Source: an optimization exercise on an open RTL-to-GDS flow (aim: small area). Production flows keep margins and buffers that such runs may drop. Only simulation tests tie the RTL to the original design; equivalence was not proved. The clock port is modelled as an ideal driver; clocking choices that lean on that would not hold on a real chip. Power is estimated from default activity; no workload was simulated.

**flow/flow/fix_clk.tcl**
```tcl
set P $::env(PLATFORM_DIR)
read_liberty $P/lib/sky130_fd_sc_hd__tt_025C_1v80.lib
read_db $::env(CTS_ODB)
read_sdc $::env(CTS_SDC)
source $P/setRC.tcl
set_propagated_clock [all_clocks]
estimate_parasitics -placement
set hi $::env(FIX_HI)
set lo $::env(FIX_LO)
set downmax $::env(FIX_DOWN_MAX)
set sizes {sky130_fd_sc_hd__clkbuf_2 sky130_fd_sc_hd__clkbuf_4 sky130_fd_sc_hd__clkbuf_8 sky130_fd_sc_hd__clkbuf_16}

proc leaf_slew {net} {
  set s 0
  foreach p [get_pins -of_objects $net -filter "direction==input"] {
    set v [get_property $p slew_max]
    if {$v > $s} {set s $v}
  }
  return $s
}
proc drives_flops {net} {
  foreach p [get_pins -of_objects $net -filter "direction==input"] {
    if {[string match *dfxtp* [get_property [get_cells -of_objects $p] ref_name]]} { return 1 }
  }
  return 0
}
# Leaf buffers: {name net}
set leaves {}
foreach inst [[ord::get_db_block] getInsts] {
  if {[lsearch $::sizes [[$inst getMaster] getName]] < 0} continue
  set name [$inst getName]
  set net [get_nets -of_objects [get_pins $name/X]]
  if {[drives_flops $net]} { lappend leaves [list $name $net] }
}
puts "FIX [llength $leaves] leaf buffers"

proc resize_round {round allow_down} {
  set changed 0
  foreach l $::leaves {
    lassign $l name net
    set m [get_property [get_cells $name] ref_name]
    set k [lsearch $::sizes $m]
    set s [leaf_slew $net]
    set n [llength [get_pins -of_objects $net -filter "direction==input"]]
    set new $k
    if {$s > $::hi && $k < [llength $::sizes] - 1} {
      set new [expr {$k + 1}]
      replace_cell $name [lindex $::sizes $new]
      estimate_parasitics -placement
    } elseif {$allow_down && $s < $::lo} {
      # step down while the slew stays under FIX_DOWN_MAX
      while {$new > 0} {
        replace_cell $name [lindex $::sizes [expr {$new - 1}]]
        estimate_parasitics -placement
        if {[leaf_slew $net] > $::downmax} {
          replace_cell $name [lindex $::sizes $new]
          estimate_parasitics -placement
          break
        }
        incr new -1
      }
    }
    if {$new != $k} {
      incr changed
      puts [format "FIX round %d: %s %s n=%d slew=%.4f -> %s slew=%.4f" $round $name $m $n $s [lindex $::sizes $new] [leaf_slew $net]]
    }
  }
  return $changed
}
proc report_leaves {tag} {
  set worst 0
  foreach l $::leaves {
    set s [leaf_slew [lindex $l 1]]
    if {$s > $worst} { set worst $s }
  }
  puts [format "FIX %s: worst leaf slew %.4f" $tag $worst]
  return $worst
}
report_leaves "before"
set any 0
for {set round 1} {$round <= 3} {incr round} {
  set c [resize_round $round [expr {$round == 1}]]
  if {$c == 0} break
  set any 1
  detailed_placement
  check_placement -verbose
  estimate_parasitics -placement
  if {[report_leaves "after round $round"] <= $hi} break
}
if {$any} { write_db $::env(CTS_ODB) }
```
**flow/standard.sh**
```bash
#!/bin/bash
# synth_recipe.tcl (not shown) runs the flow's synth.tcl, then flattens the netlist and writes it again
# the make line also repeats each setting of config.mk as NAME=value (left out here)
make -C /OpenROAD-flow-scripts/flow DESIGN_CONFIG=/design/flow/config.mk WORK_HOME=/design/flow/orfs CLKGATE_MAP_FILE= SYNTH_SCRIPT=/design/flow/synth_recipe.tcl "${@:-finish}"
```
**flow/config.mk**
```make
export PLATFORM = sky130hd
export DESIGN_NAME = DES_Core_Pipelined
export DESIGN_NICKNAME = DES_Core_Pipelined
export VERILOG_FILES = /design/flow/design.v
export SDC_FILE = /design/flow/constraint.sdc
export NUM_CORES = 4
export LEC_CHECK = 0
export CAP_MARGIN = 20
export CORE_MARGIN = 2
export CORE_UTILIZATION = 65
export GPL_TIMING_DRIVEN = 0
export SLEW_MARGIN = 20
export SYNTH_HIERARCHICAL = 1
```
**flow/flow/run.sh**
```bash
#!/bin/bash
# The standard layout (standard.sh: the standard flow's synthesis and ORFS steps) with three changes:
#  - ports get the smallest buffer cell (buf_1);
#  - the clock tree is built from clkbuf_8 sink clusters of at most 22 flip-flops, without
#    dummy loads;
#  - after CTS, fix_clk.tcl resizes leaf clock buffers: one whose flip-flop clock pins would see
#    a slew over 112 ps (placement parasitics) is upsized, a lightly loaded one (under 85 ps) is
#    downsized while its slew stays under 100 ps.
# Each tool's output goes to its own log here: make_cts.log, fix_clk.log, make_finish.log
# (the ORFS step logs are under orfs/logs).
set -euo pipefail
CTS="-sink_clustering_enable -repair_clock_nets -dont_use_dummy_load"
CTS="$CTS -buf_list {sky130_fd_sc_hd__clkbuf_8}"
CTS="$CTS -sink_clustering_size 22 -sink_clustering_max_diameter 55"
ARGS=("BUFFER_PORTS_ARGS=-buffer_cell sky130_fd_sc_hd__buf_1" "CTS_ARGS=$CTS")
bash standard.sh "${ARGS[@]}" cts > make_cts.log 2>&1
R=orfs/results/$FLOW_PLATFORM/DES_Core_Pipelined/base
PLATFORM_DIR=$FLOW_HOME/platforms/$FLOW_PLATFORM CTS_ODB=$R/4_1_cts.odb CTS_SDC=$R/4_cts.sdc \
  FIX_HI=0.112 FIX_LO=0.085 FIX_DOWN_MAX=0.10 \
  openroad -no_init -exit flow/fix_clk.tcl > fix_clk.log 2>&1
cp $R/4_1_cts.odb $R/4_cts.odb
touch $R/4_cts.sdc
bash standard.sh "${ARGS[@]}" finish > make_finish.log 2>&1
```
**flow/design.v**
```verilog
`timescale 1ns / 1ps
module DES_Core_Pipelined(
    input wire clk,
    input wire reset,  
    input wire [63:0] plaintext_i,
    input wire [63:0] key_i,
    output wire [63:0] ciphertext_o
    );
    wire [63:0] c_n;
    wire x120;
    fx_xor2 u120 (.a(key_i[0]), .b(key_i[12]), .y(x120));
    wire x121;
    fx_xor2 u121 (.a(key_i[29]), .b(key_i[32]), .y(x121));
    wire x122;
    fx_xor2 u122 (.a(key_i[6]), .b(x120), .y(x122));
    wire x123;
    fx_xor2 u123 (.a(key_i[27]), .b(key_i[30]), .y(x123));
    wire x124;
    fx_xor2 u124 (.a(key_i[31]), .b(key_i[34]), .y(x124));
    wire x125;
    fx_xor2 u125 (.a(key_i[3]), .b(key_i[9]), .y(x125));
    wire x126;
    fx_xor2 u126 (.a(key_i[5]), .b(key_i[55]), .y(x126));
    wire x127;
    fx_xor2 u127 (.a(key_i[1]), .b(key_i[7]), .y(x127));
    wire x128;
    fx_xor2 u128 (.a(key_i[11]), .b(key_i[15]), .y(x128));
    wire x129;
    fx_xor2 u129 (.a(key_i[16]), .b(x122), .y(x129));
    wire x130;
    fx_xor2 u130 (.a(x126), .b(x128), .y(x130));
    wire x131;
    fx_xor2 u131 (.a(x125), .b(x130), .y(x131));
    wire x132;
    fx_xor2 u132 (.a(key_i[2]), .b(key_i[14]), .y(x132));
    wire x133;
    fx_xor2 u133 (.a(key_i[8]), .b(x132), .y(x133));
    wire x134;
    fx_xor2 u134 (.a(key_i[13]), .b(x127), .y(x134));
    wire x135;
    fx_xor2 u135 (.a(key_i[4]), .b(key_i[10]), .y(x135));
    wire x136;
    fx_xor2 u136 (.a(x131), .b(x134), .y(x136));
    wire x137;
    fx_xor2 u137 (.a(key_i[54]), .b(x135), .y(x137));
    wire x138;
    fx_xor2 u138 (.a(key_i[25]), .b(key_i[28]), .y(x138));
    wire x139;
    fx_xor2 u139 (.a(key_i[53]), .b(x136), .y(x139));
    wire x140;
    fx_xor2 u140 (.a(x129), .b(x133), .y(x140));
    wire x141;
    fx_xor2 u141 (.a(x137), .b(x140), .y(x141));
    wire x142;
    fx_xor2 u142 (.a(key_i[33]), .b(key_i[36]), .y(x142));
    wire x143;
    fx_xor2 u143 (.a(key_i[35]), .b(x121), .y(x143));
    wire x144;
    fx_xor2 u144 (.a(key_i[17]), .b(key_i[19]), .y(x144));
    wire x145;
    fx_xor2 u145 (.a(key_i[37]), .b(x124), .y(x145));
    wire x146;
    fx_xor2 u146 (.a(key_i[24]), .b(x123), .y(x146));
    wire x147;
    fx_xor2 u147 (.a(key_i[51]), .b(x139), .y(x147));
    wire x148;
    fx_xor2 u148 (.a(key_i[23]), .b(key_i[26]), .y(x148));
    wire x149;
    fx_xor2 u149 (.a(key_i[18]), .b(x141), .y(x149));
    wire x150;
    fx_xor2 u150 (.a(key_i[22]), .b(x138), .y(x150));
    wire x151;
    fx_xor2 u151 (.a(key_i[50]), .b(key_i[52]), .y(x151));
    wire x152;
    fx_xor2 u152 (.a(key_i[49]), .b(x147), .y(x152));
    wire x153;
    fx_xor2 u153 (.a(key_i[20]), .b(x149), .y(x153));
    wire x154;
    fx_xor2 u154 (.a(key_i[39]), .b(x142), .y(x154));
    wire x155;
    fx_xor2 u155 (.a(key_i[21]), .b(x144), .y(x155));
    wire x156;
    fx_xor2 u156 (.a(key_i[40]), .b(x145), .y(x156));
    wire x157;
    fx_xor2 u157 (.a(key_i[38]), .b(x143), .y(x157));
    wire x158;
    fx_xor2 u158 (.a(key_i[21]), .b(x146), .y(x158));
    wire x159;
    fx_xor2 u159 (.a(key_i[48]), .b(x151), .y(x159));
    wire x160;
    fx_xor2 u160 (.a(key_i[47]), .b(x152), .y(x160));
    wire x161;
    fx_xor2 u161 (.a(key_i[20]), .b(x148), .y(x161));
    wire x162;
    fx_xor2 u162 (.a(key_i[22]), .b(x153), .y(x162));
    wire x163;
    fx_xor2 u163 (.a(key_i[46]), .b(x159), .y(x163));
    wire x164;
    fx_xor2 u164 (.a(key_i[23]), .b(x155), .y(x164));
    wire x165;
    fx_xor2 u165 (.a(key_i[45]), .b(x160), .y(x165));
    wire x166;
    fx_xor2 u166 (.a(key_i[42]), .b(x154), .y(x166));
    wire x167;
    fx_xor2 u167 (.a(key_i[24]), .b(x162), .y(x167));
    wire x168;
    fx_xor2 u168 (.a(key_i[41]), .b(key_i[43]), .y(x168));
    wire x169;
    fx_xor2 u169 (.a(key_i[44]), .b(x163), .y(x169));
    wire x170;
    fx_xor2 u170 (.a(key_i[19]), .b(x150), .y(x170));
    wire x171;
    fx_xor2 u171 (.a(x121), .b(x161), .y(x171));
    wire x172;
    fx_xor2 u172 (.a(key_i[25]), .b(x164), .y(x172));
    wire x173;
    fx_xor2 u173 (.a(key_i[18]), .b(x158), .y(x173));
    wire x174;
    fx_xor2 u174 (.a(key_i[41]), .b(x157), .y(x174));
    wire x175;
    fx_xor2 u175 (.a(key_i[30]), .b(x166), .y(x175));
    wire x176;
    fx_xor2 u176 (.a(key_i[28]), .b(x156), .y(x176));
    wire x177;
    fx_xor2 u177 (.a(key_i[32]), .b(key_i[44]), .y(x177));
    wire x178;
    fx_xor2 u178 (.a(key_i[38]), .b(x177), .y(x178));
    wire x179;
    fx_xor2 u179 (.a(key_i[26]), .b(x167), .y(x179));
    wire x180;
    fx_xor2 u180 (.a(key_i[33]), .b(x158), .y(x180));
    wire x181;
    fx_xor2 u181 (.a(x124), .b(x150), .y(x181));
    wire x182;
    fx_xor2 u182 (.a(key_i[31]), .b(x170), .y(x182));
    wire x183;
    fx_xor2 u183 (.a(x143), .b(x148), .y(x183));
    wire x184;
    fx_xor2 u184 (.a(key_i[35]), .b(x178), .y(x184));
    wire x185;
    fx_xor2 u185 (.a(key_i[29]), .b(x161), .y(x185));
    wire x186;
    fx_xor2 u186 (.a(key_i[26]), .b(x157), .y(x186));
    wire x187;
    fx_xor2 u187 (.a(x142), .b(x146), .y(x187));
    wire x188;
    fx_xor2 u188 (.a(key_i[27]), .b(x172), .y(x188));
    wire x189;
    fx_xor2 u189 (.a(key_i[42]), .b(x169), .y(x189));
    wire x190;
    fx_xor2 u190 (.a(x123), .b(x154), .y(x190));
    wire x191;
    fx_xor2 u191 (.a(x138), .b(x145), .y(x191));
    wire x192;
    fx_xor2 u192 (.a(x141), .b(x189), .y(x192));
    wire x193;
    fx_xor2 u193 (.a(plaintext_i[26]), .b(x190), .y(x193));
    wire x194;
    fx_xor2 u194 (.a(plaintext_i[20]), .b(x180), .y(x194));
    wire x195;
    fx_xor2 u195 (.a(plaintext_i[24]), .b(x191), .y(x195));
    wire x196;
    fx_xor2 u196 (.a(plaintext_i[31]), .b(key_i[41]), .y(x196));
    wire x197;
    fx_xor2 u197 (.a(x147), .b(x172), .y(x197));
    wire x198;
    fx_xor2 u198 (.a(plaintext_i[23]), .b(x187), .y(x198));
    wire x199;
    fx_xor2 u199 (.a(key_i[43]), .b(x175), .y(x199));
    wire x200;
    fx_xor2 u200 (.a(x155), .b(x160), .y(x200));
    wire x201;
    fx_xor2 u201 (.a(x156), .b(x199), .y(x201));
    wire x202;
    fx_xor2 u202 (.a(key_i[17]), .b(x173), .y(x202));
    wire x203;
    fx_xor2 u203 (.a(x144), .b(x185), .y(x203));
    wire x204;
    fx_xor2 u204 (.a(x165), .b(x168), .y(x204));
    wire x205;
    fx_xor2 u205 (.a(x150), .b(x203), .y(x205));
    wire x206;
    fx_xor2 u206 (.a(plaintext_i[18]), .b(x182), .y(x206));
    wire x207;
    fx_xor2 u207 (.a(key_i[17]), .b(key_i[43]), .y(x207));
    wire x208;
    fx_xor2 u208 (.a(plaintext_i[19]), .b(x171), .y(x208));
    wire x209;
    fx_xor2 u209 (.a(x174), .b(x175), .y(x209));
    wire x210;
    fx_xor2 u210 (.a(plaintext_i[21]), .b(x181), .y(x210));
    wire x211;
    fx_xor2 u211 (.a(x168), .b(x184), .y(x211));
    wire x212;
    fx_xor2 u212 (.a(x139), .b(x188), .y(x212));
    wire x213;
    fx_xor2 u213 (.a(x149), .b(x169), .y(x213));
    wire x214;
    fx_xor2 u214 (.a(x144), .b(x165), .y(x214));
    wire x215;
    fx_xor2 u215 (.a(plaintext_i[22]), .b(x183), .y(x215));
    wire x216;
    fx_xor2 u216 (.a(x165), .b(x207), .y(x216));
    wire x217;
    fx_xor2 u217 (.a(plaintext_i[25]), .b(x186), .y(x217));
    wire x218;
    fx_xor2 u218 (.a(x159), .b(x162), .y(x218));
    wire x219;
    fx_xor2 u219 (.a(x153), .b(x163), .y(x219));
    wire x220;
    fx_xor2 u220 (.a(x152), .b(x164), .y(x220));
    wire x221;
    fx_xor2 u221 (.a(x156), .b(x211), .y(x221));
    wire x222;
    fx_xor2 u222 (.a(plaintext_i[63]), .b(key_i[46]), .y(x222));
    wire x223;
    fx_xor2 u223 (.a(plaintext_i[27]), .b(x176), .y(x223));
    wire x224;
    fx_xor2 u224 (.a(x151), .b(x167), .y(x224));
    wire x225;
    fx_xor2 u225 (.a(key_i[45]), .b(x196), .y(x225));
    fx_xnor2 u226 (.a(plaintext_i[32]), .b(x204), .y(c_n[0]));
    fx_xnor2 u227 (.a(plaintext_i[33]), .b(x192), .y(c_n[1]));
    fx_xnor2 u228 (.a(plaintext_i[34]), .b(x216), .y(c_n[2]));
    fx_xnor2 u229 (.a(plaintext_i[35]), .b(x213), .y(c_n[3]));
    fx_xnor2 u230 (.a(plaintext_i[36]), .b(x214), .y(c_n[4]));
    fx_xnor2 u231 (.a(plaintext_i[37]), .b(x219), .y(c_n[5]));
    fx_xnor2 u232 (.a(plaintext_i[38]), .b(x200), .y(c_n[6]));
    fx_xnor2 u233 (.a(plaintext_i[39]), .b(x218), .y(c_n[7]));
    fx_xnor2 u234 (.a(plaintext_i[40]), .b(x220), .y(c_n[8]));
    fx_xnor2 u235 (.a(plaintext_i[41]), .b(x224), .y(c_n[9]));
    fx_xnor2 u236 (.a(plaintext_i[42]), .b(x197), .y(c_n[10]));
    wire x237;
    fx_xor2 u237 (.a(plaintext_i[43]), .b(key_i[52]), .y(x237));
    fx_xnor2 u238 (.a(x237), .b(x179), .y(c_n[11]));
    fx_xnor2 u239 (.a(plaintext_i[44]), .b(x212), .y(c_n[12]));
    wire x240;
    fx_xor2 u240 (.a(plaintext_i[45]), .b(key_i[28]), .y(x240));
    fx_xnor2 u241 (.a(x240), .b(x179), .y(c_n[13]));
    wire x242;
    fx_xor2 u242 (.a(plaintext_i[46]), .b(key_i[29]), .y(x242));
    wire x243;
    fx_xor2 u243 (.a(x242), .b(x136), .y(x243));
    fx_xnor2 u244 (.a(x188), .b(x243), .y(c_n[14]));
    wire x245;
    fx_xor2 u245 (.a(plaintext_i[15]), .b(key_i[33]), .y(x245));
    wire x246;
    fx_xor2 u246 (.a(key_i[35]), .b(key_i[39]), .y(x246));
    wire x247;
    fx_xor2 u247 (.a(x125), .b(x135), .y(x247));
    wire x248;
    fx_xor2 u248 (.a(x245), .b(x246), .y(x248));
    wire x249;
    fx_xor2 u249 (.a(x134), .b(x225), .y(x249));
    wire x250;
    fx_xor2 u250 (.a(x247), .b(x248), .y(x250));
    wire x251;
    fx_xor2 u251 (.a(x129), .b(x249), .y(x251));
    wire x252;
    fx_xor2 u252 (.a(x250), .b(x251), .y(x252));
    fx_xnor2 u253 (.a(x205), .b(x252), .y(c_n[15]));
    wire x254;
    fx_xor2 u254 (.a(plaintext_i[16]), .b(x185), .y(x254));
    fx_xnor2 u255 (.a(x254), .b(x202), .y(c_n[16]));
    wire x256;
    fx_xor2 u256 (.a(plaintext_i[17]), .b(x173), .y(x256));
    fx_xnor2 u257 (.a(x182), .b(x256), .y(c_n[17]));
    fx_xnor2 u258 (.a(x171), .b(x206), .y(c_n[18]));
    fx_xnor2 u259 (.a(x180), .b(x208), .y(c_n[19]));
    fx_xnor2 u260 (.a(x181), .b(x194), .y(c_n[20]));
    fx_xnor2 u261 (.a(x183), .b(x210), .y(c_n[21]));
    fx_xnor2 u262 (.a(x187), .b(x215), .y(c_n[22]));
    fx_xnor2 u263 (.a(x191), .b(x198), .y(c_n[23]));
    fx_xnor2 u264 (.a(x186), .b(x195), .y(c_n[24]));
    fx_xnor2 u265 (.a(x190), .b(x217), .y(c_n[25]));
    fx_xnor2 u266 (.a(x176), .b(x193), .y(c_n[26]));
    fx_xnor2 u267 (.a(x174), .b(x223), .y(c_n[27]));
    fx_xnor2 u268 (.a(plaintext_i[28]), .b(x209), .y(c_n[28]));
    fx_xnor2 u269 (.a(plaintext_i[29]), .b(x201), .y(c_n[29]));
    fx_xnor2 u270 (.a(plaintext_i[30]), .b(x221), .y(c_n[30]));
    wire x271;
    fx_xor2 u271 (.a(x225), .b(x166), .y(x271));
    fx_xnor2 u272 (.a(x184), .b(x271), .y(c_n[31]));
    wire x273;
    fx_xor2 u273 (.a(plaintext_i[0]), .b(key_i[40]), .y(x273));
    wire x274;
    fx_xor2 u274 (.a(x273), .b(x122), .y(x274));
    wire x275;
    fx_xor2 u275 (.a(x133), .b(x137), .y(x275));
    wire x276;
    fx_xor2 u276 (.a(x274), .b(x275), .y(x276));
    fx_xnor2 u277 (.a(x276), .b(x189), .y(c_n[32]));
    fx_xnor2 u278 (.a(plaintext_i[1]), .b(x204), .y(c_n[33]));
    fx_xnor2 u279 (.a(plaintext_i[2]), .b(x192), .y(c_n[34]));
    fx_xnor2 u280 (.a(plaintext_i[3]), .b(x216), .y(c_n[35]));
    fx_xnor2 u281 (.a(plaintext_i[4]), .b(x213), .y(c_n[36]));
    fx_xnor2 u282 (.a(plaintext_i[5]), .b(x214), .y(c_n[37]));
    fx_xnor2 u283 (.a(plaintext_i[6]), .b(x219), .y(c_n[38]));
    fx_xnor2 u284 (.a(plaintext_i[7]), .b(x200), .y(c_n[39]));
    fx_xnor2 u285 (.a(plaintext_i[8]), .b(x218), .y(c_n[40]));
    fx_xnor2 u286 (.a(plaintext_i[9]), .b(x220), .y(c_n[41]));
    fx_xnor2 u287 (.a(plaintext_i[10]), .b(x224), .y(c_n[42]));
    fx_xnor2 u288 (.a(plaintext_i[11]), .b(x197), .y(c_n[43]));
    wire x289;
    fx_xor2 u289 (.a(plaintext_i[12]), .b(key_i[52]), .y(x289));
    fx_xnor2 u290 (.a(x289), .b(x179), .y(c_n[44]));
    fx_xnor2 u291 (.a(plaintext_i[13]), .b(x212), .y(c_n[45]));
    wire x292;
    fx_xor2 u292 (.a(plaintext_i[14]), .b(key_i[28]), .y(x292));
    fx_xnor2 u293 (.a(x292), .b(x179), .y(c_n[46]));
    wire x294;
    fx_xor2 u294 (.a(plaintext_i[15]), .b(plaintext_i[47]), .y(x294));
    wire x295;
    fx_xor2 u295 (.a(key_i[34]), .b(key_i[40]), .y(x295));
    wire x296;
    fx_xor2 u296 (.a(x222), .b(x294), .y(x296));
    wire x297;
    fx_xor2 u297 (.a(x295), .b(x178), .y(x297));
    wire x298;
    fx_xor2 u298 (.a(x296), .b(x131), .y(x298));
    wire x299;
    fx_xor2 u299 (.a(x170), .b(x297), .y(x299));
    wire x300;
    fx_xor2 u300 (.a(x140), .b(x173), .y(x300));
    wire x301;
    fx_xor2 u301 (.a(x298), .b(x299), .y(x301));
    fx_xnor2 u302 (.a(x300), .b(x301), .y(c_n[47]));
    wire x303;
    fx_xor2 u303 (.a(plaintext_i[16]), .b(plaintext_i[48]), .y(x303));
    wire x304;
    fx_xor2 u304 (.a(key_i[16]), .b(key_i[31]), .y(x304));
    wire x305;
    fx_xor2 u305 (.a(x303), .b(x304), .y(x305));
    fx_xnor2 u306 (.a(x305), .b(x205), .y(c_n[48]));
    wire x307;
    fx_xor2 u307 (.a(plaintext_i[17]), .b(plaintext_i[49]), .y(x307));
    wire x308;
    fx_xor2 u308 (.a(x307), .b(x171), .y(x308));
    fx_xnor2 u309 (.a(x308), .b(x202), .y(c_n[49]));
    wire x310;
    fx_xor2 u310 (.a(plaintext_i[50]), .b(key_i[33]), .y(x310));
    wire x311;
    fx_xor2 u311 (.a(x310), .b(x173), .y(x311));
    fx_xnor2 u312 (.a(x206), .b(x311), .y(c_n[50]));
    wire x313;
    fx_xor2 u313 (.a(plaintext_i[51]), .b(x124), .y(x313));
    wire x314;
    fx_xor2 u314 (.a(x313), .b(x170), .y(x314));
    fx_xnor2 u315 (.a(x208), .b(x314), .y(c_n[51]));
    wire x316;
    fx_xor2 u316 (.a(plaintext_i[52]), .b(x143), .y(x316));
    wire x317;
    fx_xor2 u317 (.a(x161), .b(x316), .y(x317));
    fx_xnor2 u318 (.a(x317), .b(x194), .y(c_n[52]));
    wire x319;
    fx_xor2 u319 (.a(plaintext_i[53]), .b(x142), .y(x319));
    wire x320;
    fx_xor2 u320 (.a(x319), .b(x158), .y(x320));
    fx_xnor2 u321 (.a(x210), .b(x320), .y(c_n[53]));
    wire x322;
    fx_xor2 u322 (.a(plaintext_i[54]), .b(x145), .y(x322));
    wire x323;
    fx_xor2 u323 (.a(x150), .b(x322), .y(x323));
    fx_xnor2 u324 (.a(x215), .b(x323), .y(c_n[54]));
    wire x325;
    fx_xor2 u325 (.a(plaintext_i[55]), .b(x148), .y(x325));
    wire x326;
    fx_xor2 u326 (.a(x325), .b(x157), .y(x326));
    fx_xnor2 u327 (.a(x198), .b(x326), .y(c_n[55]));
    wire x328;
    fx_xor2 u328 (.a(plaintext_i[56]), .b(x146), .y(x328));
    wire x329;
    fx_xor2 u329 (.a(x154), .b(x328), .y(x329));
    fx_xnor2 u330 (.a(x195), .b(x329), .y(c_n[56]));
    wire x331;
    fx_xor2 u331 (.a(plaintext_i[57]), .b(x138), .y(x331));
    wire x332;
    fx_xor2 u332 (.a(x331), .b(x156), .y(x332));
    fx_xnor2 u333 (.a(x332), .b(x217), .y(c_n[57]));
    wire x334;
    fx_xor2 u334 (.a(plaintext_i[58]), .b(key_i[26]), .y(x334));
    wire x335;
    fx_xor2 u335 (.a(x334), .b(x174), .y(x335));
    fx_xnor2 u336 (.a(x193), .b(x335), .y(c_n[58]));
    wire x337;
    fx_xor2 u337 (.a(plaintext_i[59]), .b(x123), .y(x337));
    wire x338;
    fx_xor2 u338 (.a(x337), .b(x166), .y(x338));
    fx_xnor2 u339 (.a(x338), .b(x223), .y(c_n[59]));
    wire x340;
    fx_xor2 u340 (.a(plaintext_i[28]), .b(plaintext_i[60]), .y(x340));
    wire x341;
    fx_xor2 u341 (.a(x168), .b(x340), .y(x341));
    wire x342;
    fx_xor2 u342 (.a(x341), .b(x157), .y(x342));
    fx_xnor2 u343 (.a(x176), .b(x342), .y(c_n[60]));
    wire x344;
    fx_xor2 u344 (.a(plaintext_i[29]), .b(plaintext_i[61]), .y(x344));
    wire x345;
    fx_xor2 u345 (.a(key_i[44]), .b(x344), .y(x345));
    fx_xnor2 u346 (.a(x345), .b(x209), .y(c_n[61]));
    wire x347;
    fx_xor2 u347 (.a(plaintext_i[30]), .b(plaintext_i[62]), .y(x347));
    wire x348;
    fx_xor2 u348 (.a(key_i[45]), .b(x347), .y(x348));
    fx_xnor2 u349 (.a(x348), .b(x201), .y(c_n[62]));
    wire x350;
    fx_xor2 u350 (.a(plaintext_i[31]), .b(x222), .y(x350));
    fx_xnor2 u351 (.a(x350), .b(x221), .y(c_n[63]));
    reg [64*17-1:0] pipe_n;
    always @(posedge clk)
        pipe_n <= {pipe_n[64*16-1:0], c_n};
    reg [4:0] flush_s;
    always @(posedge clk) begin
        if (reset)
            flush_s <= 5'b01111;
        else
            flush_s <= {flush_s[3:0], flush_s[3] & flush_s[4]};
    end
    wire flushed = |flush_s;
    genvar b;
    generate
        for (b = 0; b < 64; b = b + 1) begin : OUT
            fx_nor2 u_out (.a(pipe_n[64*16+b]), .b(flushed), .y(ciphertext_o[b]));
        end
    endgenerate
endmodule
module fx_xor2(input wire a, input wire b, output wire y);
    assign y = a ^ b;
endmodule
module fx_xnor2(input wire a, input wire b, output wire y);
    assign y = ~(a ^ b);
endmodule
module fx_nor2(input wire a, input wire b, output wire y);
    assign y = ~(a | b);
endmodule
```
**flow/constraint.sdc**
```tcl
create_clock -name core_clock -period 4.0 [get_ports {clk}]
set_input_delay 0.8000 -clock core_clock [delete_from_list [all_inputs] [get_ports {clk}]]
set_output_delay 0.8000 -clock core_clock [all_outputs]
set_load 0.01 [all_outputs]
```
==> out/metrics.yaml, run 1 <==
rows: 70
max-vdd-ir-drop_v: 0.0005547
worst_pin_slew_ns: 0.6509
synth_area_mm2: 0.02420
post-route-period-util: 0.8902
grt_pass1_wl_mm: 46.55
start_util: 0.6610
max_clock_freq_mhz: 280.8
cts_resized: 0
io_pins: 194
ys_seq_area_frac: 0.9042
fin_util: 0.7322
path_clk_slew_ns: 0.08
cp_top_family: "XOR/XNOR gates"
grt_antenna_before_repair: 4
combPwrFrac: 0.049
grt_overflow: 0
synth_edf_count: 0
wl_per_cell_um: 14.16
max-cap-violations: 0
power_switching_share: 0.2030
via_count: 8935
cts_root_buf: "clkbuf_8"
cpMostUsedCell: "xor2_1"
power_switching_mw: 4.980
synth_cell_types: 9
slowest_delay_ns: 0.39
synth_seq_cells: 1093
grt_pass1_vias: 9192
die-area_mm2: 0.03879
cts_tree: "yes"
clock_tree.htree_level_count: 2
cpMaxStageDelayCell: "xor2_1"
antenna_left: 0
insertion_delay_ns: 0.76
p_per_area_mw_per_mm2: 915.1
grt_setup_unrepaired: "false"
yosysTopAreaCell: "dfxtp_1"
synth_commonest_cells: "dfxtp_1, xor2_1, nor2_1"
p_seq_frac: 0.738
clock-sinks: 1093
crit_arrival_ns: 4.05
ys_top_cells_by_area: "dfxtp_1, xor2_1, xnor2_1"
fp.dieW_um: 197.0
via_per_inst: 4.241
worst_ep_required_time_ns: 4.49
crit_buf_inv: 1
drt_iter0_markers: 212
holdCritPathClass: "register to register"
gp_congestion: 0.8051
finalHoldViolations: 0
layout.nets: 1771
relSlewSlack: 0.5646
dr.pass1.iters: 4
final_max_slew_viol_count: 0
dr_wl_met3_mm: 1.743
core_area_mm2: 0.03661
hold_buffers: 0
top_layer: "met5"
dp_hpwl_mm: 17.90
setup_tns_ns: 0
cts_buffers: 56
dr_wl_met2_mm: 14.53
pwr-share-clk: 0.213
synth_nets: 1527
worstSetupPathType: "input pin to register"
crit_path_start_kind: "input pin"
syn2layout_area_growth_pct: 10.78
synth-main-ff-cell: "dfxtp_1"
synth_top_area_frac: 0.9042
synth_cells: 1397
wl_met1_mm: 12.92
status: "complete, no violations"
path_max_fanout: 3
clock-skew-final_ns: 0.1586
min_period_ns: 3.561
ctsLongestPathBuffers: 3
grt_max_degree: 43
crit_chain: "buf_1, xor2_1, xor2_1, xor2_1, xor2_1, xor2_1, xor2_1, xor2_1, xor2_1, xor2_1, xor2_1, xnor2_1"
antennaDiodeCount: 0
syn_avg_cell_area_um2: 17.32
yosysWarnings: 7
drt-total-wl_mm: 29.83
setup_viol: 0
track_usage: 0.1575
cell_internal_pwr_mw: 19.55
cts_setup_buffers: 0
fin_hold_ws_ns: 0.1734
yosysMostFrequentCell: "dfxtp_1"
port_buffers: 185
worstSetupEndpointType: "register"
p_leak_nw: 11.06
drive_gt1_frac: 0.03600
synthArstFlopShare: 0
drc: 0
die_h_um: 197.0
registers in the layout (all words and copies together), names as in the netlist:
name,flops
flush_s,5
pipe_n,1088
final timing paths:
| path | from | endpoint | slack (ns) | depth (start not counted) |
|---|---|---|---|---|
| max | key_i[55] | pipe_n[0]$_DFF_P_ | 0.44 | 12 |
| min | pipe_n[241]$_DFF_P_ | pipe_n[305]$_DFF_P_ | 0.17 | 0 |
| max reg2reg | flush_s[2]$_SDFF_PP1_ | flush_s[3]$_SDFF_PP1_ | 3.37 | 1 |
| min reg2reg | pipe_n[241]$_DFF_P_ | pipe_n[305]$_DFF_P_ | 0.17 | 0 |
per-stage QoR:
step	setup slack (ns)	area [µm²]	total power, mW	instances
2_1_floorplan	0.4374	24200	18.61	1397
3_3_place_gp	-0.3494	25480	19.17	2050
3_5_place_dp	-0.2625	25500	19.51	2051
4_1_cts	0.4003	26270	23.46	2107
5_1_grt	0.1965	26810	25.73	2107
6_report	0.4391	26810	24.53	2107
layout by cell type (no fill, tap or decap), drive strengths merged:
| cell | count |
|---|---|
| dfxtp | 1093 |
| buf | 186 |
| xor2 | 168 |
| nor2 | 65 |
| xnor2 | 64 |
| clkbuf | 56 |
| or2 | 3 |
| nor3 | 1 |
| nand2 | 1 |
| a21o | 1 |
| nor2b | 1 |
cell type report:
type / instances / area, µm²
clock buffers: 56 / 1305
fillers: 2232 / 9803
multi-input cells: 304 / 2321
flip-flops and latches: 1093 / 21880
well taps: 468 / 585.6
repair buffers: 186 / 714.4
cells by family after synthesis:
kind of cell	share of synthesized area
DFF	0.9042
AOI/OAI and AO/OA	0.0003620
xor gates and xnor gates	0.08397
and+or+nand+nor	0.01148
power by group through the flow:
stage	Clock [mW]	Combinational (mW)	Sequential [mW]
floorplan	0	0.905	17.7
CTS	4.17	1.24	18.0
detailed placement	0	1.23	18.3
global placement	0	1.21	18.0
global route	5.77	1.33	18.6
finish	5.23	1.20	18.1
per-module statistics from Yosys (local to each module, per instance):
module / area, µm² / cells
fx_xor2: 8.758 / 1
fx_xnor2: 8.758 / 1
fx_nor2: 3.754 / 1
DES_Core_Pipelined: 21930 / 1101
routing by layer:
layer | vias up | GRT usage
met5 | - | 0
met4 | 8 | 0.04623
met3 | 56 | 0.04654
met2 | 202 | 0.2790
met1 | 3962 | 0.1860
li1 | 4707 | -
==> run 2: changes to the inputs <==
==> flow/flow/run.sh (replaced) <==
#!/bin/bash
# The standard layout (standard.sh: the standard flow's synthesis and ORFS steps) with three changes:
#  - ports get the smallest buffer cell (buf_1);
#  - the clock tree is built from clkbuf_8 sink clusters of at most 21 flip-flops, without
#    dummy loads;
#  - after CTS, fix_clk.tcl downsizes lightly loaded leaf clock buffers (flip-flop clock pin
#    slew under 85 ps with placement parasitics) while their slew stays under 100 ps.
# Each tool's output goes to its own log here: make_cts.log, fix_clk.log, make_finish.log
# (the ORFS step logs are under orfs/logs).
set -euo pipefail
CTS="-sink_clustering_enable -repair_clock_nets -dont_use_dummy_load"
CTS="$CTS -buf_list {sky130_fd_sc_hd__clkbuf_8}"
CTS="$CTS -sink_clustering_size 20 -sink_clustering_max_diameter 65"
ARGS=("BUFFER_PORTS_ARGS=-buffer_cell sky130_fd_sc_hd__buf_1" "CTS_ARGS=$CTS")
bash standard.sh "${ARGS[@]}" cts > make_cts.log 2>&1
R=orfs/results/$FLOW_PLATFORM/DES_Core_Pipelined/base
PLATFORM_DIR=$FLOW_HOME/platforms/$FLOW_PLATFORM CTS_ODB=$R/4_1_cts.odb CTS_SDC=$R/4_cts.sdc \
  FIX_HI=1.0 FIX_LO=0.085 FIX_DOWN_MAX=0.10 \
  openroad -no_init -exit flow/fix_clk.tcl > fix_clk.log 2>&1
cp $R/4_1_cts.odb $R/4_cts.odb
touch $R/4_cts.sdc
bash standard.sh "${ARGS[@]}" finish > make_finish.log 2>&1
--- a/flow/flow/fix_clk.tcl
+++ b/flow/flow/fix_clk.tcl
@@ -34,6 +34,7 @@
 }
 puts "FIX [llength $leaves] leaf buffers"
 
+set grew 0
 proc resize_round {round allow_down} {
   set changed 0
   foreach l $::leaves {
@@ -45,6 +46,7 @@
     set new $k
     if {$s > $::hi && $k < [llength $::sizes] - 1} {
       set new [expr {$k + 1}]
+      set ::grew 1
       replace_cell $name [lindex $::sizes $new]
       estimate_parasitics -placement
     } elseif {$allow_down && $s < $::lo} {
@@ -82,7 +84,8 @@
   set c [resize_round $round [expr {$round == 1}]]
   if {$c == 0} break
   set any 1
-  detailed_placement
+  # a smaller cell stays legal where it is; only a larger one needs legalizing
+  if {$grew} { detailed_placement }
   check_placement -verbose
   estimate_parasitics -placement
   if {[report_leaves "after round $round"] <= $hi} break
--- a/flow/config.mk
+++ b/flow/config.mk
@@ -7,7 +7,7 @@
 export LEC_CHECK = 0
 export CAP_MARGIN = 20
 export CORE_MARGIN = 2
-export CORE_UTILIZATION = 65
+export CORE_UTILIZATION = 75
 export GPL_TIMING_DRIVEN = 0
 export SLEW_MARGIN = 20
 export SYNTH_HIERARCHICAL = 1
==> out/metrics.yaml, run 2 <==
status: "complete, no violations"
rows: 65  # -7.1%
core_area_mm2: 0.03164  # -14%
syn2layout_area_growth_pct: 8.464
die_h_um: 183.6  # -6.8%
power_switching_share: 0.2246  # +0.02159
regMostFlops: "pipe_n"
synth_edf_count: 0  # unchanged
largest_reg_flops: 1088  # unchanged
die-area_mm2: 0.03372  # -13%
grt_overflow: 0  # unchanged
top_regs: "pipe_n (1088), flush_s (5)"
clock_tree.htree_level_count: 2  # unchanged
antenna_left: 0  # unchanged
wl_per_cell_um: 19.02  # +34%
worstSetupPathType: "input pin to register"
gp_congestion: 0.7979  # -0.89%
dr.pass1.iters: 4  # unchanged
crit_arrival_ns: 4.11  # +0.06 ns
relSlewSlack: 0.5038  # -0.06079
cts_setup_buffers: 0  # unchanged
synth_seq_cells: 1093  # unchanged
worst_pin_slew_ns: 0.7418  # +0.09088 ns
clock-sinks: 1093  # unchanged
final_cells: 2046  # -2.9%
finalHoldViolations: 0  # unchanged
max-vdd-ir-drop_v: 0.0005568  # +0.38%
yosysMostFrequentCell: "dfxtp_1"
cp_top_family: "XOR/XNOR gates"
drt_iter0_markers: 416  # +96%
grt_pass1_wl_mm: 57.95  # +25%
track_usage: 0.2335  # +0.07605
ys_top_cells_by_area: "dfxtp_1, xor2_1, xnor2_1"
cts_resized: 0  # unchanged
worst_ep_required_time_ns: 4.49  # about the same
cts_tree: "yes"
syn_avg_cell_area_um2: 17.32  # unchanged
holdCritPathClass: "register to register"
final_cell_mix: "dfxtp_1, buf_1, xor2_1, nor2_1, xnor2_1"
pwr-share-clk: 0.175  # -0.038
ctsLongestPathBuffers: 3  # unchanged
ys_seq_area_frac: 0.9042  # unchanged
combPwrFrac: 0.055  # +0.006
dpl-instance-area_mm2: 0.02542  # -0.32%
synthArstFlopShare: 0  # unchanged
dp_hpwl_mm: 25.19  # +41%
synth_cells: 1397  # unchanged
final_common_cell: "dfxtp_1"
port_buffers: 185  # unchanged
drive_gt1_frac: 0.03834  # +0.002347
cts_buffers: 60  # +7.1%
p_seq_frac: 0.770  # +0.032
insertion_delay_ns: 0.62  # -0.14 ns
path_clk_slew_ns: 0.11  # +0.03 ns
synth_area_mm2: 0.02420  # unchanged
start_util: 0.7649  # +0.1039
drt-total-wl_mm: 38.93  # +30%
grtUsageMet1: 0.2522  # +0.06626
worstSetupEndpointType: "register"
hold_path_startpoint: "pipe_n[303]$_DFF_P_"
final_max_slew_viol_count: 0  # unchanged
cts_root_buf: "clkbuf_8"
clock-skew-final_ns: 0.03722  # -0.1214 ns
slowest_delay_ns: 0.45  # +0.06 ns
synth_top_area_frac: 0.9042  # unchanged
final_area_mm2: 0.02625  # -2.1%
use_met3: 0.05309  # +0.006547
yosysWarnings: 7  # unchanged
dpl.cell_count: 1985  # -3.2%
grt_setup_unrepaired: "false"
crit_buf_inv: 1  # unchanged
hold_buffers: 0  # unchanged
grt_pass1_vias: 10672  # +16%
grt_max_degree: 43  # unchanged
io_pins: 194  # unchanged
synth_commonest_cells: "dfxtp_1, xor2_1, nor2_1"
path_max_fanout: 4  # +1
fp.dieW_um: 183.6  # -6.8%
reg2reg_from: "flush_s[1]$_SDFF_PP1_"
busiest_layer: "met2"
crit_chain: "buf_1, xor2_1, xor2_1, xor2_1, xor2_1, xor2_1, xor2_1, xor2_1, xor2_1, xor2_1, xor2_1, xnor2_1"
power_switching_mw: 5.401  # +8.5%
max_clock_freq_mhz: 275.7  # -1.8%
startpoint: "key_i[0]"
synth-main-ff-cell: "dfxtp_1"
synth_nets: 1527  # unchanged
setup_viol: 0  # unchanged
cpMostUsedCell: "xor2_1"
p_leak_nw: 10.84  # -1.9%
cpMaxStageDelayCell: "xor2_1"
p_per_area_mw_per_mm2: 916.2  # +0.12%
yosysTopAreaCell: "dfxtp_1"
max-cap-violations: 0  # unchanged
grt_antenna_before_repair: 5  # +1
drc: 0  # unchanged
synth_cell_types: 9  # unchanged
crit_path_start_kind: "input pin"
layout.nets: 1775  # +0.23%
use_met2: 0.4527  # +0.1737
post-route-period-util: 0.9068  # +0.01655
via_count: 9516  # +6.5%
cell_internal_pwr_mw: 18.65  # -4.6%
via_per_inst: 4.651  # +9.7%
min_period_ns: 3.627  # +0.06622 ns
==> run 2: power groups by stage <==
stage	Sequential, mW	Combinational [mW]	Clock (mW)
final	18.5	1.32	4.21
after global routing	18.9	1.41	4.68
after CTS	18.6	1.32	4.31
after detailed placement	18.7	1.28	0
after global placement	17.8	1.20	0
after floorplan	17.7	0.905	0
==> run 2: worst paths after layout <==
check / endpoint / slack, ns / cells past startpoint
min reg2reg: pipe_n[367]$_DFF_P_ / 0.30 / 0
min: pipe_n[367]$_DFF_P_ / 0.30 / 0
max: pipe_n[11]$_DFF_P_ / 0.37 / 12
max reg2reg: flush_s[2]$_SDFF_PP1_ / 3.28 / 1
==> run 2: modules after synthesis, one instance, submodules excluded <==
| module | times used | flip-flops and latches |
|---|---|---|
| fx_nor2 | 64 | 0 |
| fx_xnor2 | 64 | 0 |
| fx_xor2 | 168 | 0 |
| DES_Core_Pipelined | 1 | 1093 |
==> run 2: kinds of logic (layout without fill, tap and decap cells) <==
kind of cell	Yosys count	in the layout	share of synthesized area
buf+inv	0	246	0
compound gates	1	1	0.0003620
other cells	0	1	0
xor+xnor	232	232	0.08397
simple gates	71	71	0.01148
flops	1093	1093	0.9042
==> run 2: routing by layer <==
| layer | part of all wire | wire, µm |
|---|---|---|
| met1 | 0.38 | 14720 |
| met2 | 0.54 | 21090 |
| met3 | 0.057 | 2235 |
| met4 | 0.021 | 831 |
| met5 | 0.0011 | 44 |
==> run 2: final cells by class <==
type                            count  area (µm²)
Antenna cell                        1       2.502
Clock buffer                       60       825.8
Fill cell                        1303        5389
Multi-Input combinational cell    304        2321
Sequential cell                  1093       21880
Tap cell                          402       503.0
Timing Repair Buffer              186       714.4
==> run 2: metrics by stage <==
| stage | setup TNS [ns] | power [mW] | hold WS (ns) | utilization | setup slack [ns] |
|---|---|---|---|---|---|
| 5_1_grt | 0 | 24.99 | 0.3095 | 0.8296 | 0.1230 |
| 4_1_cts | 0 | 24.27 | 0.3061 | 0.8296 | 0.4131 |
| 2_1_floorplan | 0 | 18.61 | 0.3096 | - | 0.4374 |
| 6_report | 0 | 24.05 | 0.3035 | 0.8297 | 0.3729 |
| 3_3_place_gp | -1.276 | 19.05 | 0.3095 | 0.8028 | -0.2642 |
| 3_5_place_dp | -1.666 | 19.95 | 0.3121 | 0.8035 | -0.2696 |
==> run 3: changes to the inputs <==
--- a/flow/flow/run.sh
+++ b/flow/flow/run.sh
@@ -10,7 +10,7 @@
 set -euo pipefail
 CTS="-sink_clustering_enable -repair_clock_nets -dont_use_dummy_load"
 CTS="$CTS -buf_list {sky130_fd_sc_hd__clkbuf_8}"
-CTS="$CTS -sink_clustering_size 20 -sink_clustering_max_diameter 65"
+CTS="$CTS -sink_clustering_size 21 -sink_clustering_max_diameter 55"
 ARGS=("BUFFER_PORTS_ARGS=-buffer_cell sky130_fd_sc_hd__buf_1" "CTS_ARGS=$CTS")
 bash standard.sh "${ARGS[@]}" cts > make_cts.log 2>&1
 R=orfs/results/$FLOW_PLATFORM/DES_Core_Pipelined/base
==> out/metrics.yaml, run 3 <==
drc: 0  # unchanged
cts_resized: 0  # unchanged
top_regs: "pipe_n (1088), flush_s (5)"
drt_iter0_markers: 439  # +5.5%
clock-skew-final_ns: 0.07659  # +0.03937 ns
fp.dieW_um: 183.6  # unchanged
path_clk_slew_ns: 0.12  # about the same
crit_path_start_kind: "input pin"
path_max_fanout: 4  # unchanged
hold_buffers: 0  # unchanged
worstSetupPathType: "input pin to register"
synth_top_area_frac: 0.9042  # unchanged
relSlewSlack: 0.4938  # -0.009955
final_area_mm2: 0.02622  # -0.10%
synthArstFlopShare: 0  # unchanged
synth_seq_cells: 1093  # unchanged
max-cap-violations: 0  # unchanged
final_max_slew_viol_count: 0  # unchanged
rows: 65  # unchanged
final_common_cell: "dfxtp_1"
die_h_um: 183.6  # unchanged
worst_pin_slew_ns: 0.7567  # +0.01488 ns
syn2layout_area_growth_pct: 8.355
ys_top_cells_by_area: "dfxtp_1, xor2_1, xnor2_1"
post-route-period-util: 0.9214  # +0.01465
wl_per_cell_um: 19.57  # +2.8%
fin_hold_ws_ns: 0.2712  # -0.03230 ns
synth_edf_count: 0  # unchanged
cts_tree: "yes"
yosysMostFrequentCell: "dfxtp_1"
gp_congestion: 0.7979  # unchanged
grt_pass1_vias: 10712  # +0.37%
grt_setup_unrepaired: "false"
holdCritPathClass: "register to register"
yosysWarnings: 7  # unchanged
pwr-share-clk: 0.174  # about the same
cts_buffers: 59  # -1.7%
synth_cells: 1397  # unchanged
io_pins: 194  # unchanged
final_cell_mix: "dfxtp_1, buf_1, xor2_1, nor2_1, xnor2_1"
grt_antenna_before_repair: 4  # -1
crit_arrival_ns: 4.17  # +0.06 ns
dpl.cell_count: 1985  # unchanged
p_per_area_mw_per_mm2: 918.4  # +0.25%
worstSetupEndpointType: "register"
port_buffers: 185  # unchanged
p_leak_nw: 10.83  # -0.12%
setup_viol: 0  # unchanged
ys_seq_area_frac: 0.9042  # unchanged
final_cells: 2046  # unchanged
cts_root_buf: "clkbuf_8"
synth_area_mm2: 0.02420  # unchanged
drive_gt1_frac: 0.03776  # -0.0005857
via_per_inst: 4.679  # +0.61%
place_ws_ns: -0.2696  # unchanged
setup_tns_ns: 0  # unchanged
power.total_mw: 24.08  # +0.14%
max_clock_freq_mhz: 271.3  # -1.6%
core_area_mm2: 0.03164  # unchanged
start_util: 0.7649  # unchanged
fin_util: 0.8288  # -0.0008310
min_period_ns: 3.686  # +0.05861 ns
worst_ep_required_time_ns: 4.48  # about the same
finalHoldViolations: 0  # unchanged
status: "complete, no violations"
grt_pass1_wl_mm: 59.15  # +2.1%
die-area_mm2: 0.03372  # unchanged
yosysTopAreaCell: "dfxtp_1"
cell_internal_pwr_mw: 18.60  # -0.25%
dpl-instance-area_mm2: 0.02542  # unchanged
clock-sinks: 1093  # unchanged
synth_commonest_cells: "dfxtp_1, xor2_1, nor2_1"
grt_overflow: 0  # unchanged
via_count: 9574  # +0.61%
regMostFlops: "pipe_n"
largest_reg_flops: 1088  # unchanged
clock_tree.htree_level_count: 2  # unchanged
synth-main-ff-cell: "dfxtp_1"
max-vdd-ir-drop_v: 0.0006583  # +18%
grt_max_degree: 43  # unchanged
dp_hpwl_mm: 25.19  # unchanged
power_switching_share: 0.2276  # +0.003018
drt-total-wl_mm: 40.03  # +2.8%
track_usage: 0.2404  # +0.006888
fin_ws_ns: 0.3143  # -0.05861 ns
synth_cell_types: 9  # unchanged
p_seq_frac: 0.771  # about the same
synth_nets: 1527  # unchanged
antenna_left: 0  # unchanged
combPwrFrac: 0.055  # about the same
layout.nets: 1774  # -0.056%
insertion_delay_ns: 0.63  # about the same
power_switching_mw: 5.482  # +1.5%
dr.pass1.iters: 4  # unchanged
syn_avg_cell_area_um2: 17.32  # unchanged
cts_setup_buffers: 0  # unchanged
ctsLongestPathBuffers: 3  # unchanged
==> run 3: cell counts after synthesis <==
No cell type changed its count.
==> run 3: worst paths after layout <==
| kind | start | end | slack, ns | cells after the start |
|---|---|---|---|---|
| setup / recovery | key_i[0] | pipe_n[13]$_DFF_P_ | 0.31 | 12 |
| hold / removal | pipe_n[52]$_DFF_P_ | pipe_n[116]$_DFF_P_ | 0.27 | 0 |
| setup reg to reg | flush_s[1]$_SDFF_PP1_ | flush_s[2]$_SDFF_PP1_ | 3.31 | 1 |
| hold reg to reg | pipe_n[52]$_DFF_P_ | pipe_n[116]$_DFF_P_ | 0.27 | 0 |
==> run 3: critical path, cell delays in order <==
cell	delay (ns)
buf_1	0.10
xor2_1	0.22
xor2_1	0.29
xor2_1	0.29
xor2_1	0.31
xor2_1	0.29
xor2_1	0.31
xor2_1	0.35
xor2_1	0.34
xor2_1	0.30
xor2_1	0.44
xnor2_1	0.13
==> run 3: modules after synthesis (local to each module, per instance) <==
module | cells | area, µm² | flops+latches | times used
DES_Core_Pipelined | 1101 | 21930 | 1093 | 1
fx_xnor2 | 1 | 8.758 | 0 | 64
fx_nor2 | 1 | 3.754 | 0 | 64
fx_xor2 | 1 | 8.758 | 0 | 168
==> run 3: layout make-up <==
type	count	area, µm²
clock buffers	59	797.0
repair buffers	186	714.4
multi-input cells	304	2321
flip-flops and latches	1093	21880
diodes	2	5.005
fillers	1306	5415
well taps	402	503.0
==> run 3: power groups by stage <==
stage                     clock network [mW]  registers (mW)  logic, mW
after floorplan                            0            17.7      0.905
after global placement                     0            17.8       1.20
after detailed placement                   0            18.7       1.28
after CTS                               4.30            18.7       1.32
after global routing                    4.65            19.0       1.40
final                                   4.19            18.6       1.31
==> run 3: kinds of logic (layout without fill, tap and decap cells) <==
| family | count (synthesis) | in the layout | synth area share |
|---|---|---|---|
| and+or+nand+nor | 71 | 71 | 0.01148 |
| DFF | 1093 | 1093 | 0.9042 |
| buffers and inverters | 0 | 245 | 0 |
| AOI/OAI and AO/OA | 1 | 1 | 0.0003620 |
| xor gates and xnor gates | 232 | 232 | 0.08397 |
| other | 0 | 2 | 0 |
==> run 3: layer usage <==
layer | track usage | vias to the layer above | wire, µm
li1 | - | 4708 | -
met3 | 0.04873 | 82 | 2433
met5 | 0 | - | 26
met1 | 0.2556 | 4474 | 14790
met2 | 0.4761 | 306 | 21800
met4 | 0.06720 | 4 | 976

## port drivers added, routing unchanged
In the flow no input, the clock included, has a driving cell. The finished layouts below were timed again as built, in two steps. Step 1: set_driving_cell puts a clkbuf_16 on clk and a buf_2 on each other input, an assumption about the parent block. Step 2 also shifts input and output timing later by t, the mid clock arrival at the registers, as if the neighbouring blocks saw the same clock. Slacks: ideal ports / drivers / drivers and shift; pairs: ideal ports / drivers.
run | t, ns | setup slack, ns | worst setup path at the end | worst slew at a driven data input, ns
run 1 | 0.733 | 0.439 / 0.462 / -0.271 | input to register | 0.07
run 2 | 0.652 | 0.373 / 0.396 / -0.256 | input to register | 0.13
run 3 | 0.642 | 0.314 / 0.337 / -0.305 | input to register | 0.13
With both steps, setup timing fails in every run listed, where it was met with ideal ports. For run 1, which loses most, drivers alone change the setup slack by +0.023 ns; drivers and shift together by -0.710 ns.
